From an optimization exercise on the open Yosys and OpenROAD flow, aimed at small area; shortcuts taken in it are not production practice. In this exercise RTL edits were held to simulation tests only and were not proved equivalent to the original. The flow treats the clock pin as an ideal source. Dropping or thinning the clock tree relies on that and would not hold on a real chip. Power and IR drop assume default switching activity.

==> run a <==
==> flow/design.v <==
module counter_1000(clk,rst,statechange,a_last);
input clk,rst;
output reg [1:0] statechange;
output a_last;
localparam [3:0] PA = 4'ha;
localparam [6:0] PB = 7'h2a;
reg [3:0] qa;
reg [6:0] qb;
wire [3:0] a = qa ^ PA;
wire [6:0] b = qb ^ PB;
assign a_last = a[0] & a[1] & a[3];                     
wire b_last = b[1] & b[2] & b[3] & b[5] & ~b[6];        
always @(posedge clk)
begin
    qa <= ((rst | a_last) ? 4'd0 : {a[2:0], ~(a[3] ^ a[0])}) ^ PA;
    qb <= ((rst | b_last) ? 7'd0 : {b[5:0], ~(b[6] ^ b[0])}) ^ PB;
    if (rst)
        statechange <= 2'd0;
    else if (a_last & b_last)
        statechange <= statechange + 1'b1;
end
endmodule
module TrigSignal(clk_1m,rst,a_last,trig);
input clk_1m,rst,a_last;
output reg trig;
localparam [13:0] P = 14'h2aaa;
reg [13:0] q;
reg z;
wire [13:0] c = q ^ P;
wire c_last = (c & 14'h3bbd) == 14'h0a88;
always @(posedge clk_1m)
begin
    q    <= ((rst | c_last) ? 14'd0 : {c[12:0], ~(c[13] ^ c[11] ^ c[3] ^ c[0])}) ^ P;
    z    <= rst | (a_last & c_last);
    trig <= ~rst & (z | (trig & ~(c[1] & c[12])));
end
endmodule
module PosCounter(clk_1m,rst,echo,dis_count);
input clk_1m,rst,echo;
output reg [15:0] dis_count;
reg [3:0] c16;
reg w;
reg [3:0] d1, d2, d3, d4, hk;
wire idle = d1[3] & d1[1];
wire e0 = ~w & hk[3] & hk[1] & d4[2] & d3[3] & d2[2] & d2[0] & (&d1[2:0]) & c16[3];
wire e1 = w & hk[3] & hk[0] & d4[0] & (&d3[2:0]) & d2[2] & d2[0] & c16[0];
wire frc = rst | ~echo;       
wire zc  = frc | idle;        
wire zd  = zc | e0 | e1;      
wire [31:0] ctab = 32'h21088420;
wire cy1 = ctab[{w, c16}];
wire cy2 = cy1 & d1[3] & d1[0];
wire cy3 = cy2 & d2[3] & d2[0];
wire cy4 = cy3 & d3[3] & d3[0];
wire cy5 = cy4 & d4[3] & d4[0];
function [3:0] binc;
    input [3:0] d;
    input ci;
    begin
        binc[0] = d[0] ^ ci;
        binc[1] = d[1] ^ (ci & d[0] & ~d[3]);
        binc[2] = d[2] ^ (ci & d[0] & d[1]);
        binc[3] = (d[3] & ~(ci & d[0])) | (ci & d[0] & d[1] & d[2]);
    end
endfunction
wire [3:0] n1 = binc(d1, cy1);
wire [3:0] n2 = binc(d2, cy2);
wire [3:0] n3 = binc(d3, cy3);
wire [3:0] n4 = binc(d4, cy4);
wire [3:0] nh = hk + cy5;
wire [3:0] nc = c16 + 1'b1;
always @(posedge clk_1m)
begin
    c16 <= zc ? 4'd0 : nc;
    w   <= ~zc & (e0 | (w & ~e1));
    d1  <= {frc | (~zd & n1[3]), ~zd & n1[2], frc | (~zd & n1[1]), ~zd & n1[0]};
    d2  <= zd ? 4'd0 : n2;
    d3  <= zd ? 4'd0 : n3;
    d4  <= zd ? 4'd0 : n4;
    hk  <= zd ? 4'd0 : nh;
end
always @(posedge clk_1m)
begin
    if (rst)
        dis_count <= 16'd0;
    else if (~echo & ~idle)
        dis_count <= {d4, d3, d2, d1};
end
endmodule  
module Showdigit(in,LED_activating_counter,out1,out2);
input [15:0] in;
input [1:0] LED_activating_counter;
output [6:0] out1;
output reg [3:0] out2;
reg [3:0] outnumber;
always @(*)
begin
    case(LED_activating_counter)
    2'b00: begin out2 = 4'b0111; outnumber = in[15:12]; end
    2'b01: begin out2 = 4'b1011; outnumber = in[11:8]; end
    2'b10: begin out2 = 4'b1101; outnumber = in[7:4]; end
    default: begin out2 = 4'b1110; outnumber = in[3:0]; end
    endcase
end
wire A = outnumber[3], B = outnumber[2], C = outnumber[1], D = outnumber[0];
wire sa = A | C | (B & D) | (~B & ~D);
wire sb = ~B | (~C & ~D) | (C & D);
wire sc = B | ~C | D;
wire sd = A | (~B & ~D) | (~B & C) | (C & ~D) | (B & ~C & D);
wire se = (~B & ~D) | (C & ~D);
wire sf = A | (~C & ~D) | (B & ~C) | (B & ~D);
wire sg = A | (~B & C) | (B & ~C) | (C & ~D);
assign out1 = ~{sa, sb, sc, sd, se, sf, sg};    
endmodule  
module Top(clk, rst, Trig, Echo, distance, sel);
input clk, rst, Echo;
output Trig;
output [6:0] distance;
output [3:0] sel;
wire [15:0] dis;
wire [1:0] state;
wire a_last;
counter_1000 u3(.clk(clk), .rst(rst), .statechange(state), .a_last(a_last));
TrigSignal u1(.clk_1m(clk), .rst(rst), .a_last(a_last), .trig(Trig));
PosCounter u2(.clk_1m(clk), .rst(rst), .echo(Echo), .dis_count(dis));
Showdigit u4(.in(dis),.LED_activating_counter(state),.out1(distance[6:0]),.out2(sel[3:0]));
endmodule  
==> flow/flow/run.sh <==
#!/bin/bash
# Own layout flow: the standard synthesis, then an area re-mapping of the
# gates between its registers (registers untouched), then the standard ORFS
# steps with small port buffers and a two-level clock tree of small buffers.
set -euo pipefail
W=$PWD
F=$W/flow
R=$W/orfs/results/$FLOW_PLATFORM/Top/base
YOSYS=$FLOW_HOME/../tools/install/yosys/bin/yosys
[[ -x $YOSYS ]] || YOSYS=yosys
export LIBFILE=$FLOW_HOME/platforms/$FLOW_PLATFORM/lib/sky130_fd_sc_hd__tt_025C_1v80.lib

# 1. standard synthesis (the standard flow's own script)
bash standard.sh "$R/1_2_yosys.v" > $W/synth_standard.log 2>&1
cp "$R/1_2_yosys.v" $W/standard_1_2_yosys.v

# 2. area re-mapping of the combinational logic
export IN_V=$W/standard_1_2_yosys.v OUT_V=$W/remapped.v ABC_SCRIPT=$F/area.abc
export ABC_DONT_USE="-dont_use sky130_fd_sc_hd__probe_p_8 -dont_use sky130_fd_sc_hd__probec_p_8 -dont_use sky130_fd_sc_hd__lpflow_*"
$YOSYS -c $F/remap.tcl > $W/remap_yosys.log 2>&1
cp $W/remapped.v "$R/1_2_yosys.v"

# 3. the rest of the standard flow
source $F/clock.cfg
bash standard.sh "BUFFER_PORTS_ARGS=-buffer_cell sky130_fd_sc_hd__buf_1" "PRE_CTS_TCL=$F/pre_cts.tcl" finish > $W/layout.log 2>&1
==> flow/flow/area.abc <==
strash
&get -n
&deepsyn -T 60
&put
balance -l
resub -K 6 -l
rewrite -l
resub -K 6 -N 2 -l
refactor -l
resub -K 8 -l
balance -l
resub -K 8 -N 2 -l
rewrite -l
resub -K 10 -l
rewrite -z -l
resub -K 10 -N 2 -l
balance -l
resub -K 12 -l
refactor -z -l
resub -K 12 -N 2 -l
rewrite -z -l
balance -l
dch -f
amap
==> flow/flow/clock.cfg <==
# clock tree: root buffer, leaf buffer, number of leaf buffers
export CLOCK_ROOT_BUF=sky130_fd_sc_hd__clkbuf_4
export CLOCK_LEAF_BUF=sky130_fd_sc_hd__clkbuf_4
export CLOCK_LEAVES=8
==> flow/flow/pre_cts.tcl <==
# Clock distribution for this small design, in place of TritonCTS: a root
# clock buffer at the centre of the registers drives a few leaf clock
# buffers. Each leaf buffer sits at the centre of a group of nearby
# registers (k-means on register positions, at most cap registers per group)
# and drives that group's clock pins. Every register is two buffers from the
# clock port.
set block [ord::get_db_block]
set db [ord::get_db]
set root_master [$db findMaster $::env(CLOCK_ROOT_BUF)]
set leaf_master [$db findMaster $::env(CLOCK_LEAF_BUF)]
set nleaf $::env(CLOCK_LEAVES)
set clknet [$block findNet clk]

set sinks {}
foreach it [$clknet getITerms] {
  set loc [[$it getInst] getLocation]
  lappend sinks [list $it [lindex $loc 0] [lindex $loc 1]]
}
set n [llength $sinks]

# k-means, seeded with sinks spread along x
set sorted [lsort -real -index 1 $sinks]
set cent {}
for {set k 0} {$k < $nleaf} {incr k} {
  set s [lindex $sorted [expr {int(($k + 0.5) * $n / $nleaf)}]]
  lappend cent [list [lindex $s 1] [lindex $s 2]]
}
# capacitated k-means: each leaf drives at most cap registers
set cap [expr {($n + $nleaf - 1) / $nleaf + 1}]
for {set iter 0} {$iter < 30} {incr iter} {
  set pairs {}
  set i 0
  foreach s $sinks {
    for {set k 0} {$k < $nleaf} {incr k} {
      set c [lindex $cent $k]
      lappend pairs [list [expr {abs([lindex $s 1] - [lindex $c 0]) + abs([lindex $s 2] - [lindex $c 1])}] $i $k]
    }
    incr i
  }
  set pairs [lsort -real -index 0 $pairs]
  set owner [lrepeat $n -1]
  set fill [lrepeat $nleaf 0]
  foreach p $pairs {
    lassign $p d i k
    if {[lindex $owner $i] >= 0 || [lindex $fill $k] >= $cap} continue
    lset owner $i $k
    lset fill $k [expr {[lindex $fill $k] + 1}]
  }
  set groups {}
  for {set k 0} {$k < $nleaf} {incr k} { lappend groups {} }
  for {set i 0} {$i < $n} {incr i} {
    set k [lindex $owner $i]
    lset groups $k [concat [lindex $groups $k] [list [lindex $sinks $i]]]
  }
  set newcent {}
  for {set k 0} {$k < $nleaf} {incr k} {
    set g [lindex $groups $k]
    if {[llength $g] == 0} { lappend newcent [lindex $cent $k]; continue }
    set sx 0; set sy 0
    foreach s $g { set sx [expr {$sx + [lindex $s 1]}]; set sy [expr {$sy + [lindex $s 2]}] }
    lappend newcent [list [expr {$sx / [llength $g]}] [expr {$sy / [llength $g]}]]
  }
  set cent $newcent
}

proc place_new {block master name x y} {
  set inst [odb::dbInst_create $block $master $name]
  $inst setLocation [expr {int($x)}] [expr {int($y)}]
  $inst setPlacementStatus PLACED
  return $inst
}

# root buffer at the centre of the leaf buffers
set sx 0; set sy 0; set nl 0
for {set k 0} {$k < $nleaf} {incr k} {
  if {[llength [lindex $groups $k]] == 0} continue
  set c [lindex $cent $k]
  set sx [expr {$sx + [lindex $c 0]}]; set sy [expr {$sy + [lindex $c 1]}]; incr nl
}
set root [place_new $block $root_master clkbuf_root [expr {$sx / $nl}] [expr {$sy / $nl}]]
set rootnet [odb::dbNet_create $block clk_root]
$rootnet setSigType CLOCK
[$root findITerm A] connect $clknet
[$root findITerm X] connect $rootnet

for {set k 0} {$k < $nleaf} {incr k} {
  set g [lindex $groups $k]
  if {[llength $g] == 0} continue
  set c [lindex $cent $k]
  set leaf [place_new $block $leaf_master clkbuf_leaf_$k [lindex $c 0] [lindex $c 1]]
  set net [odb::dbNet_create $block clk_leaf_$k]
  $net setSigType CLOCK
  [$leaf findITerm A] connect $rootnet
  [$leaf findITerm X] connect $net
  foreach s $g {
    set it [lindex $s 0]
    $it disconnect
    $it connect $net
  }
  puts "clock leaf $k: [llength $g] registers"
}
global_connect
$clknet setSigType CLOCK

# the tree is complete: clock_tree_synthesis has nothing left to do
rename clock_tree_synthesis ""
proc clock_tree_synthesis {args} {
  puts "clock_tree_synthesis skipped: clock buffers already inserted"
}
==> flow/flow/remap.tcl <==
# Re-map the combinational logic of the standard synthesis netlist for area.
# Every flip-flop instance of the standard synthesis is kept as it is (same
# name, same cell); only the gates between them are re-synthesised by ABC.
yosys read_liberty -ignore_miss_func $::env(LIBFILE)
yosys blackbox sky130_fd_sc_hd__dfxtp_1
yosys read_verilog $::env(IN_V)
yosys hierarchy -top $::env(FLOW_TOP)
yosys flatten
yosys opt -purge
yosys abc -script $::env(ABC_SCRIPT) -liberty $::env(LIBFILE) {*}$::env(ABC_DONT_USE)
yosys opt_clean -purge
yosys hilomap -singleton -hicell sky130_fd_sc_hd__conb_1 HI -locell sky130_fd_sc_hd__conb_1 LO
yosys insbuf -buf sky130_fd_sc_hd__buf_1 A X
yosys opt_clean -purge
yosys write_verilog -noattr -nohex -nodec -selected $::env(OUT_V)
==> flow/standard.sh <==
#!/bin/bash
# synth_recipe.tcl (not shown) runs the flow's synth.tcl, then flattens the netlist and writes it again
# the make line also repeats each setting of config.mk as NAME=value (left out here)
make -C /OpenROAD-flow-scripts/flow DESIGN_CONFIG=/design/flow/config.mk WORK_HOME=/design/flow/orfs CLKGATE_MAP_FILE= SYNTH_SCRIPT=/design/flow/synth_recipe.tcl "${@:-finish}"
==> flow/config.mk <==
export PLATFORM = sky130hd
export DESIGN_NAME = Top
export DESIGN_NICKNAME = Top
export VERILOG_FILES = /design/flow/design.v
export SDC_FILE = /design/flow/constraint.sdc
export NUM_CORES = 4
export LEC_CHECK = 0
export CAP_MARGIN = 20
export CORE_MARGIN = 2
export CORE_UTILIZATION = 40
export PLACE_DENSITY = 0.6
export SLEW_MARGIN = 20
==> flow/constraint.sdc <==
create_clock -name core_clock -period 1000.0 [get_ports {clk}]
set_input_delay 200.0000 -clock core_clock [delete_from_list [all_inputs] [get_ports {clk}]]
set_output_delay 200.0000 -clock core_clock [all_outputs]
set_load 0.01 [all_outputs]
==> inputs of run b, as changes to run a <==
==> flow/design.v, changed modules only <==
module PosCounter(clk_1m,rst,echo,dis_count);
input clk_1m,rst,echo;
output reg [15:0] dis_count;
reg [3:0] c16;
reg w;
reg [3:0] d1, d2, d3, d4, hk;
wire idle = d1[3] & d1[1];
wire e0 = ~w & hk[3] & hk[1] & hk[0] & d4[2] & d3[3] & d2[2] & d2[0] & (&d1[2:0]) & ~c16[2];
wire e1 = w & hk[3] & hk[2] & d4[0] & (&d3[2:0]) & d2[2] & d2[0] & ~c16[2];
wire frc = rst | ~echo;       
wire zc  = frc | idle;        
wire zd  = zc | e0 | e1;      
wire [31:0] ctab = 32'h44100908;
wire cy1 = ctab[{w, c16}];
wire cy2 = cy1 & d1[3] & d1[0];
wire cy3 = cy2 & d2[3] & d2[0];
wire cy4 = cy3 & d3[3] & d3[0];
wire cy5 = cy4 & d4[3] & d4[0];
function [3:0] binc;
    input [3:0] d;
    input ci;
    begin
        binc[0] = d[0] ^ ci;
        binc[1] = d[1] ^ (ci & d[0] & ~d[3]);
        binc[2] = d[2] ^ (ci & d[0] & d[1]);
        binc[3] = (d[3] & ~(ci & d[0])) | (ci & d[0] & d[1] & d[2]);
    end
endfunction
wire [3:0] n1 = binc(d1, cy1);
wire [3:0] n2 = binc(d2, cy2);
wire [3:0] n3 = binc(d3, cy3);
wire [3:0] n4 = binc(d4, cy4);
wire [3:0] nh = cy5 ? {hk[2:0], ~(hk[3] ^ hk[0])} : hk;
wire [3:0] nc = {c16[2:0], c16[3] ^ c16[2] ^ ~(|c16[2:0])};
always @(posedge clk_1m)
begin
    c16 <= zc ? 4'd0 : nc;
    w   <= ~zc & (e0 | (w & ~e1));
    d1  <= {frc | (~zd & n1[3]), ~zd & n1[2], frc | (~zd & n1[1]), ~zd & n1[0]};
    d2  <= zd ? 4'd0 : n2;
    d3  <= zd ? 4'd0 : n3;
    d4  <= zd ? 4'd0 : n4;
    hk  <= zd ? 4'd0 : nh;
end
always @(posedge clk_1m)
begin
    if (rst)
        dis_count <= 16'd0;
    else if (~echo & ~idle)
        dis_count <= {d4, d3, d2, d1};
end
endmodule  
--- a/flow/flow/run.sh
+++ b/flow/flow/run.sh
@@ -14,11 +14,35 @@
 bash standard.sh "$R/1_2_yosys.v" > $W/synth_standard.log 2>&1
 cp "$R/1_2_yosys.v" $W/standard_1_2_yosys.v
 
-# 2. area re-mapping of the combinational logic
-export IN_V=$W/standard_1_2_yosys.v OUT_V=$W/remapped.v ABC_SCRIPT=$F/area.abc
+# 2. area re-mapping of the combinational logic: ABC runs with two mappers
+#    (amap, &nf; &nf also after a second resynthesis pass) and a few random
+#    seeds, four at a time; the smallest netlist is kept
+export IN_V=$W/standard_1_2_yosys.v
 export ABC_DONT_USE="-dont_use sky130_fd_sc_hd__probe_p_8 -dont_use sky130_fd_sc_hd__probec_p_8 -dont_use sky130_fd_sc_hd__lpflow_*"
-$YOSYS -c $F/remap.tcl > $W/remap_yosys.log 2>&1
-cp $W/remapped.v "$R/1_2_yosys.v"
+RUNS=""
+for m in amap nf nf2; do
+  for s in 0 1 2 3; do
+    sed "s/^&deepsyn.*/\&deepsyn -T 45 -S $s/" $F/area_$m.abc > $W/area_${m}_$s.abc
+    RUNS="$RUNS ${m}_$s"
+  done
+done
+n=0
+for r in $RUNS; do
+  OUT_V=$W/remapped_$r.v ABC_SCRIPT=$W/area_$r.abc $YOSYS -c $F/remap.tcl > $W/remap_yosys_$r.log 2>&1 &
+  n=$((n + 1))
+  if (( n % 4 == 0 )); then wait; fi
+done
+wait
+best=""; best_area=""
+for r in $RUNS; do
+  a=$($YOSYS -p "read_liberty -lib $LIBFILE; read_verilog $W/remapped_$r.v; hierarchy -top $FLOW_TOP; stat -liberty $LIBFILE" 2>&1 | tee $W/remap_stat_$r.log | awk "/Chip area for module/ {print \$NF}" || true)
+  echo "$r: area $a" >> $W/remap_choice.log
+  if [[ -n "$a" ]] && { [[ -z "$best" ]] || awk -v x="$a" -v y="$best_area" 'BEGIN{exit !(x < y)}'; }; then
+    best=$r; best_area=$a
+  fi
+done
+echo "kept $best ($best_area)" >> $W/remap_choice.log
+cp $W/remapped_$best.v "$R/1_2_yosys.v"
 
 # 3. the rest of the standard flow
 source $F/clock.cfg
==> flow/flow/area_amap.abc (new file) <==
strash
&get -n
&deepsyn -T 45
&put
balance -l
resub -K 6 -l
rewrite -l
resub -K 6 -N 2 -l
refactor -l
resub -K 8 -l
balance -l
resub -K 8 -N 2 -l
rewrite -l
resub -K 10 -l
rewrite -z -l
resub -K 10 -N 2 -l
balance -l
resub -K 12 -l
refactor -z -l
resub -K 12 -N 2 -l
rewrite -z -l
balance -l
dch -f
amap
==> flow/flow/area_nf.abc (new file) <==
strash
&get -n
&deepsyn -T 45
&put
balance -l
resub -K 6 -l
rewrite -l
resub -K 6 -N 2 -l
refactor -l
resub -K 8 -l
balance -l
resub -K 8 -N 2 -l
rewrite -l
resub -K 10 -l
rewrite -z -l
resub -K 10 -N 2 -l
balance -l
resub -K 12 -l
refactor -z -l
resub -K 12 -N 2 -l
rewrite -z -l
balance -l
&get -n
&dch -f
&nf -R 1000
&put
==> flow/flow/area_nf2.abc (new file) <==
strash
&get -n
&deepsyn -T 45
&put
balance -l
resub -K 6 -l
rewrite -l
resub -K 6 -N 2 -l
refactor -l
resub -K 8 -l
balance -l
resub -K 8 -N 2 -l
rewrite -l
resub -K 10 -l
rewrite -z -l
resub -K 10 -N 2 -l
balance -l
resub -K 12 -l
refactor -z -l
resub -K 12 -N 2 -l
rewrite -z -l
balance -l
balance -l
resub -K 6 -l
rewrite -l
resub -K 6 -N 2 -l
refactor -l
resub -K 8 -l
balance -l
resub -K 8 -N 2 -l
rewrite -l
resub -K 10 -l
rewrite -z -l
resub -K 10 -N 2 -l
balance -l
resub -K 12 -l
refactor -z -l
resub -K 12 -N 2 -l
rewrite -z -l
balance -l
&get -n
&dch -f
&nf -R 1000
&put
==> flow/flow/clock.cfg (replaced) <==
# clock tree: root buffer, leaf buffer, number of leaf buffers
export CLOCK_ROOT_BUF=sky130_fd_sc_hd__clkbuf_2
export CLOCK_LEAF_BUF=sky130_fd_sc_hd__clkbuf_4
export CLOCK_LEAVES=7
==> flow/config.mk (replaced) <==
export PLATFORM = sky130hd
export DESIGN_NAME = Top
export DESIGN_NICKNAME = Top
export VERILOG_FILES = /design/flow/design.v
export SDC_FILE = /design/flow/constraint.sdc
export NUM_CORES = 4
export LEC_CHECK = 0
export CAP_MARGIN = 0
export CORE_MARGIN = 2
export CORE_UTILIZATION = 70
export GPL_TIMING_DRIVEN = 0
export PLACE_DENSITY = 0.85
export SLEW_MARGIN = 0
removed: flow/flow/area.abc
==> inputs of run c, as changes to run a <==
==> flow/design.v, changed modules only <==
module PosCounter(clk_1m,rst,echo,dis_count);
input clk_1m,rst,echo;
output reg [15:0] dis_count;
reg [3:0] c16;
reg w;
reg [3:0] d1, d2, d3, d4, hk;
wire idle = d1[3] & d1[1];
wire e0 = ~w & hk[3] & hk[1] & hk[0] & d4[2] & d3[3] & d2[2] & d2[0] & (&d1[2:0]) & ~c16[2];
wire e1 = w & hk[3] & hk[2] & d4[0] & (&d3[2:0]) & d2[2] & d2[0] & ~c16[2];
wire frc = rst | ~echo;       
wire zc  = frc | idle;        
wire zd  = zc | e0 | e1;      
wire [31:0] ctab = 32'h44100908;
wire cy1 = ctab[{w, c16}];
wire cy2 = cy1 & d1[3] & d1[0];
wire cy3 = cy2 & d2[3] & d2[0];
wire cy4 = cy3 & d3[3] & d3[0];
wire cy5 = cy4 & d4[3] & d4[0];
function [3:0] binc;
    input [3:0] d;
    input ci;
    begin
        binc[0] = d[0] ^ ci;
        binc[1] = d[1] ^ (ci & d[0] & ~d[3]);
        binc[2] = d[2] ^ (ci & d[0] & d[1]);
        binc[3] = (d[3] & ~(ci & d[0])) | (ci & d[0] & d[1] & d[2]);
    end
endfunction
wire [3:0] n1 = binc(d1, cy1);
wire [3:0] n2 = binc(d2, cy2);
wire [3:0] n3 = binc(d3, cy3);
wire [3:0] n4 = binc(d4, cy4);
wire [3:0] nh = cy5 ? {hk[2:0], ~(hk[3] ^ hk[0])} : hk;
wire [3:0] nc = {c16[2:0], c16[3] ^ c16[2] ^ ~(|c16[2:0])};
always @(posedge clk_1m)
begin
    c16 <= zc ? 4'd0 : nc;
    w   <= ~zc & (e0 | (w & ~e1));
    d1  <= {frc | (~zd & n1[3]), ~zd & n1[2], frc | (~zd & n1[1]), ~zd & n1[0]};
    d2  <= zd ? 4'd0 : n2;
    d3  <= zd ? 4'd0 : n3;
    d4  <= zd ? 4'd0 : n4;
    hk  <= zd ? 4'd0 : nh;
end
always @(posedge clk_1m)
begin
    if (rst)
        dis_count <= 16'd0;
    else if (~echo & ~idle)
        dis_count <= {d4, d3, d2, d1};
end
endmodule  
--- a/flow/flow/run.sh
+++ b/flow/flow/run.sh
@@ -14,11 +14,26 @@
 bash standard.sh "$R/1_2_yosys.v" > $W/synth_standard.log 2>&1
 cp "$R/1_2_yosys.v" $W/standard_1_2_yosys.v
 
-# 2. area re-mapping of the combinational logic
-export IN_V=$W/standard_1_2_yosys.v OUT_V=$W/remapped.v ABC_SCRIPT=$F/area.abc
+# 2. area re-mapping of the combinational logic: ABC runs with a few random
+#    seeds in parallel; the smallest netlist is kept
+export IN_V=$W/standard_1_2_yosys.v
 export ABC_DONT_USE="-dont_use sky130_fd_sc_hd__probe_p_8 -dont_use sky130_fd_sc_hd__probec_p_8 -dont_use sky130_fd_sc_hd__lpflow_*"
-$YOSYS -c $F/remap.tcl > $W/remap_yosys.log 2>&1
-cp $W/remapped.v "$R/1_2_yosys.v"
+SEEDS="0 1 2 3"
+for s in $SEEDS; do
+  sed "s/^&deepsyn.*/\&deepsyn -T 45 -S $s/" $F/area.abc > $W/area_$s.abc
+  OUT_V=$W/remapped_$s.v ABC_SCRIPT=$W/area_$s.abc $YOSYS -c $F/remap.tcl > $W/remap_yosys_$s.log 2>&1 &
+done
+wait
+best=""; best_area=""
+for s in $SEEDS; do
+  a=$($YOSYS -p "read_liberty -lib $LIBFILE; read_verilog $W/remapped_$s.v; hierarchy -top $FLOW_TOP; stat -liberty $LIBFILE" 2>&1 | tee $W/remap_stat_$s.log | awk "/Chip area for module/ {print \$NF}" || true)
+  echo "seed $s: area $a" >> $W/remap_choice.log
+  if [[ -n "$a" ]] && { [[ -z "$best" ]] || awk -v x="$a" -v y="$best_area" 'BEGIN{exit !(x < y)}'; }; then
+    best=$s; best_area=$a
+  fi
+done
+echo "kept seed $best ($best_area)" >> $W/remap_choice.log
+cp $W/remapped_$best.v "$R/1_2_yosys.v"
 
 # 3. the rest of the standard flow
 source $F/clock.cfg
==> flow/flow/clock.cfg (replaced) <==
# clock tree: root buffer, leaf buffer, number of leaf buffers
export CLOCK_ROOT_BUF=sky130_fd_sc_hd__clkbuf_2
export CLOCK_LEAF_BUF=sky130_fd_sc_hd__clkbuf_4
export CLOCK_LEAVES=7
==> flow/config.mk (replaced) <==
export PLATFORM = sky130hd
export DESIGN_NAME = Top
export DESIGN_NICKNAME = Top
export VERILOG_FILES = /design/flow/design.v
export SDC_FILE = /design/flow/constraint.sdc
export NUM_CORES = 4
export LEC_CHECK = 0
export CAP_MARGIN = 0
export CORE_MARGIN = 2
export CORE_UTILIZATION = 70
export GPL_TIMING_DRIVEN = 0
export PLACE_DENSITY = 0.85
export SLEW_MARGIN = 0
==> qor summary <==
|  | run a | run c | run b |
|---|---|---|---|
| Layout inverter count without the clock tree | 36 | 39 | 5 |
| Total power per unit cell area | 1.57 nW/µm² | 1.57 nW/µm² | 1.58 nW/µm² |
| Flip-flop and latch share of the layout cell area | 51.9% | 53.4% | 53.7% |
| Fraction of area in multi-input gates | 34.9% | 34.6% | 39.2% |
| Final Worst Setup Slack | 797.56 ns | 797.48 ns | 797.69 ns |
| Initial standard-cell utilization of the core | 41.6% | 73.0% | 73.1% |
| Buf/Inv on CP | 2 | 2 | 1 |
| Synthesized net count | 291 | 293 | 258 |
| Detailed Route WL | 4770 µm | 4560 µm | 4280 µm |
| Result of the run | finished clean | finished clean | finished clean |
| Most prevalent standard cell on the critical path | sky130_fd_sc_hd__nor2b_1 | sky130_fd_sc_hd__nor2b_1 | - |
| Total area of multi-input combinational cells | 943 µm² | 908 µm² | 1020 µm² |
| DR WL met3 | 190 µm | 204 µm | 192 µm |
| Mean area per synthesized cell | 8.61 µm² | 8.47 µm² | 9.56 µm² |
In every run of this note, the design's own scripts or RTL, not TritonCTS, make the clock network.

==> what the ideal ports hide <==
The flow's constraints put no driver on any port. The routed layouts listed below were extracted and timed again, unchanged, in two steps. Step 1, drivers: a clkbuf_16 drives clk and a buf_2 each remaining input, both assumed. Step 2 times the ports against the registers' clock, not the clock port: input delays grow and output delays shrink by t, the midpoint of the rising clock arrivals with the driver on. a / b / c = ideal ports / drivers / drivers and shift; a / b = the first two.
run | t, ns | setup slack, ns | hold WS [ns] | worst data-port slew with drivers (ns) | cell pins on the clock port's net
run a | 0.435 | 797.562 / 797.535 / 797.681 | 0.371 / 0.371 / 0.371 | 0.03 | 1
run b | 0.460 | 797.685 / 797.664 / 797.718 | 0.364 / 0.364 / 0.364 | 0.03 | 1
run c | 0.467 | 797.475 / 797.452 / 797.550 | 0.373 / 0.373 / 0.373 | 0.04 | 1
After both steps every run listed still meets setup and hold.
